Background: an optimization exercise with open tools, aiming at small area, a short achievable clock period and few clock cycles per item. Do not read the settings as production practice. In this exercise RTL edits were held to simulation tests only and were not proved equivalent to the original.

==> flow/design.v (outline; a module is shown in full before it is edited, if it fits) <==
// module ysyx_041461_MUL: 1052 lines
module ysyx_041461_MUL(
    input  wire   [0:0]  clk             ,
    input  wire   [0:0]  rst             ,
    input  wire   [0:0]  MUL_valid_in    ,
    input  wire   [1:0]  MUL_signed      ,
    input  wire   [63:0] MUL_multiplicand,
    input  wire   [63:0] MUL_multiplier  ,
    output wire   [0:0]  MUL_valid_out   ,
    output wire   [63:0] MUL_result_hi   ,
    output wire   [63:0] MUL_result_lo
);
  // ...
==> flow/run.sh <==
#!/bin/bash
# synth_recipe.tcl (not shown) runs the flow's synth.tcl, then flattens the netlist and writes it again
# the make line also repeats each setting of config.mk as NAME=value (left out here)
make -C /OpenROAD-flow-scripts/flow DESIGN_CONFIG=/design/flow/config.mk WORK_HOME=/design/flow/orfs CLKGATE_MAP_FILE= SYNTH_SCRIPT=/design/flow/synth_recipe.tcl finish
==> flow/config.mk <==
export PLATFORM = sky130hd
export DESIGN_NAME = ysyx_041461_MUL
export DESIGN_NICKNAME = ysyx_041461_MUL
export VERILOG_FILES = /design/flow/design.v
export SDC_FILE = /design/flow/constraint.sdc
export NUM_CORES = 4
export LEC_CHECK = 0
export ABC_CLOCK_PERIOD_IN_PS = 1500
export CAP_MARGIN = 20
export CELL_PAD_IN_SITES_DETAIL_PLACEMENT = 1
export CELL_PAD_IN_SITES_GLOBAL_PLACEMENT = 2
export CORE_MARGIN = 2
export CORE_UTILIZATION = 30
export SETUP_SLACK_MARGIN = 5
export SLEW_MARGIN = 20
==> flow/constraint.sdc <==
create_clock -name core_clock -period 8.0 [get_ports {clk}]
set_input_delay 1.6000 -clock core_clock [delete_from_list [all_inputs] [get_ports {clk}]]
set_output_delay 1.6000 -clock core_clock [all_outputs]
set_load 0.01 [all_outputs]
==> results.ini, run 1 <==
[run_status]
run_status = complete, no violations

[sta]
max_freq_mhz = 288
fin_crit_ps = 3480

[layout]
most-common-layout-cells = 323 x dfxtp_1, 256 x a22oi_1, 237 x xnor2_1
num-nonclk-buffers = 389

[setup_path]
crit_path_top_delay_cell = fa_2
setup.reg_to_reg.worst_slack_ps = 4520
crit_path_max_incr_delay_ps = 390
startpoint_type = flop
critical_path_peak_fanout = 4
worst_ep_required_time_ps = 8520

[synth]
synth_simple_gate_area_share_pct = 7.93
synth_area_per_cell_um2 = 9.94
synthXorXnorAreaFrac_pct = 11.4
post_synth_fa_ha_maj_area_fraction_pct = 27.2

[clock_tree]
cts_inserted_buffers = 49

[grt]
global_route_hottest_layer = met2
global_route.usage.met1_pct = 29.8

[drt]
route.met3.wl_um = 4620

[floorplanning]
design.die.area_um2 = 87700

Testbench counts, summed over its fixed seeds: cycles 26,400, items 2,400.
==> inputs of run 2 (changes only) <==
--- a/flow/config.mk
+++ b/flow/config.mk
@@ -6,5 +6,4 @@
 export NUM_CORES = 4
 export LEC_CHECK = 0
-export ABC_CLOCK_PERIOD_IN_PS = 1500
 export CAP_MARGIN = 20
 export CELL_PAD_IN_SITES_DETAIL_PLACEMENT = 1
@@ -12,4 +11,3 @@
 export CORE_MARGIN = 2
 export CORE_UTILIZATION = 30
-export SETUP_SLACK_MARGIN = 5
 export SLEW_MARGIN = 20
==> results.ini, run 2 <==
[run_status]
run_status = complete, no violations

[grt]
grt_pass1_wl_um = 141000
vias_in_the_first_global_route = 21899
antenna_violations_before_repair = 4
grt_overflow = 0
grt.total_usage_pct = 21.3
grt_start_max_net_pins = 89

[synth]
synthXorXnorAreaFrac_pct = 11.4  ; unchanged
post_synth_main_area_contributors = dfxtp_1 28%, fa_1 20%, xnor2_1 8.2%
ys.flop_type = dfxtp_1
share_of_cell_area_taken_by_muxes_after_synthesis_pct = 2.56
synthesis.yosys.warnings = 1
post_synth_most_frequent_cells = 355 x dfxtp_1, 258 x fa_1, 257 x a22oi_1
synth_largest_type_area_fraction_pct = 27.7
post_synth_fa_ha_maj_area_fraction_pct = 27.2  ; unchanged
yosysUniqueCellTypes = 75
synth_area_per_cell_um2 = 9.94  ; unchanged
synth_simple_gate_area_share_pct = 7.93  ; unchanged
synth_sequential_area_ratio_pct = 28.8
synth_enable_flop_cells = 0
syn_area_um2 = 25600
synth_most_common_cell = dfxtp_1
syn_inst = 2578
synthesis.nets = 3112
ys_async_sr_fraction_pct = 3.01
synth_top_family_by_area = adder cells
synth-compound-area-share_pct = 15.5
synth.ff_latch_count = 366
synth_top_cell_by_area = dfxtp_1

[placed_design]
gp_congestion = 0.947
dp_hpwl_um = 68500
buffer_ports.inserted = 261
place_inst = 3786

[setup_path]
arrival_ps = 5150
worst_r2r_startpoint = C[48]$_DFF_P_
setup.reg_to_reg.worst_slack_ps = 3350  ; -1170 ps
startpoint_type = flop
crit_path_cell_trace = ha_1, ha_1, a21oi_1, o21ai_0, a211oi_1, nand3_1, a2111oi_2, buf_4, nor3_1, a31oi_1, o21bai_1, xor2_1
timing.critical_path.to_type = flop
critical_path.most_common_cell = ha_1
path_class = flop to flop
worst_ep_required_time_ps = 8500  ; -20 ps
critical_path_buf_inv_count = 1
critical_path_peak_fanout = 6  ; +2
timing.critical_path.max_delay_family = compound AO/OA/AOI/OAI gates
crit_path_max_incr_delay_ps = 860  ; +470 ps
worst_case_reg_to_reg_path_depth = 12
crit_path_top_delay_cell = a2111oi_2
critical_path.reg2reg.endpoint = hi[57]$_DFF_P_

[sta]
report.final.setup_viol = 0
timing.slew.headroom_pct = 29.6
fin_crit_ps = 4650  ; +1170 ps
hold_violations = 0
slew_violations = 0
rsz0062_at_grt = false
fin_skew_ps = 26.8
setup_total_negative_slack_ps = 0
worst_slew_pin_slew_ps = 1060
fin_crit_sh_pct = 58.1
max_freq_mhz = 215  ; -25%

[drt]
route.vias.total = 19435
post_drt_wl_per_cell_um = 23.9
drt-pass1-iter-count = 5
routed_wl_um = 92800
detail_route.vias_per_cell = 5.02
ant_nets = 0
first_iter_violations = 907
post-route-drc-count = 0

[layout]
finalCoreUtilization_pct = 36.1
growth_of_design_area_from_synthesis_to_finish_pct = 19.6
layout.cells.most_common = dfxtp_1
antenna_cells = 0
nets = 3226
drive_above_1_share_pct = 6.66
most-common-layout-cells = 343 x dfxtp_1, 261 x clkdlybuf4s50_1, 258 x fa_1
top_registers = C (73), S (73), X (65)
final-instance-count-excl-fill = 3875

[clock_tree]
ctsHtreeMaxLevel = 2
postCtsSetupRepairBufs = 0
cts_tree = built
clk_pin_slew_worst_setup_hold_paths_ps = 60
hold_buffers = 0
worstSkewPairLatency_ps = 620
cts_repair_resize_count = 0
cts_sinks = 366
clock_tree.buffer_depth = 3
cts_inserted_buffers = 48  ; -2.0%
clock_tree.root_cell = clkbuf_16

[worst_hold_path]
holdCritPathClass = flop to flop
hold_path_end = ph[9]$_DFF_PP0_
holdCritStartpoint = ph[8]$_DFF_PP0_
min_path_cells = 0

[floorplanning]
initial_utilization_pct = 30.2
num_rows = 107
design.die.area_um2 = 87700  ; unchanged
core_um2 = 84900
chipWidth_um = 296
num_io_pins = 262
die_height_um = 296

[run]
reported_max_cap_violation_count = 0

## run 2: cell types whose count changed in the layout (fill, tap and decap cells not counted), moves of 28 or more
cell / change
ha_4: -37
ha_1: +46
buf_4: -44
clkdlybuf4s50_1: +129
fa_2: -28
a21oi_1: +44
dlygate4sd2_1: -126
a21oi_2: -37
nor2b_1: +32
fa_1: +28
## run 2: cell type report
class	count	area, um^2
sequential	366	7410
tap	1144	1430
multi-input combinational	1769	16500
timing repair buffer	279	2750
clock inverter	19	256
clock buffer	70	1390
fill	9455	54200
inverter	228	856
## run 2: logic make-up (layout without fill, tap and decap cells)
| family | Yosys count | count (layout) |
|---|---|---|
| buffers and inverters | 443 | 596 |
| AO/OA/AOI/OAI | 592 | 592 |
| XOR/XNOR | 333 | 333 |
| flip-flops | 366 | 366 |
| adder cells (fa/ha/maj) | 401 | 401 |
| AND/OR/NAND/NOR | 384 | 384 |
| multiplexers | 59 | 59 |
## run 2: per-stage QoR
step	hold WS [ps]	instance area, um^2	setup WS (ps)
floorplan	329	25600	4740
global placement	336	29000	2900
detailed placement	336	29000	3380
CTS	357	30600	3340
global route	364	30600	3060
finish	354	30600	3350
## run 2: metal layers
metal	vias up	GRT usage [%]	routed length, um
li1	8860	-	-
met1	9958	27.2	40400
met2	472	37.5	46200
met3	143	2.31	3450
met4	2	6.55	2670
met5	-	0	13
## run 2: worst max path at each step
stage                           endpoint  cells past startpoint       startpoint  slack, ps
after floorplan             C[7]$_DFF_P_                      9  ph[1]$_DFF_PP0_       4740
after global placement    hi[57]$_DFF_P_                     12    S[46]$_DFF_P_       2900
after detailed placement  hi[57]$_DFF_P_                     12    S[46]$_DFF_P_       3380
after CTS                 hi[57]$_DFF_P_                     12    C[48]$_DFF_P_       3340
after global routing      hi[57]$_DFF_P_                     12    C[48]$_DFF_P_       3060
final                     hi[57]$_DFF_P_                     12    C[48]$_DFF_P_       3350
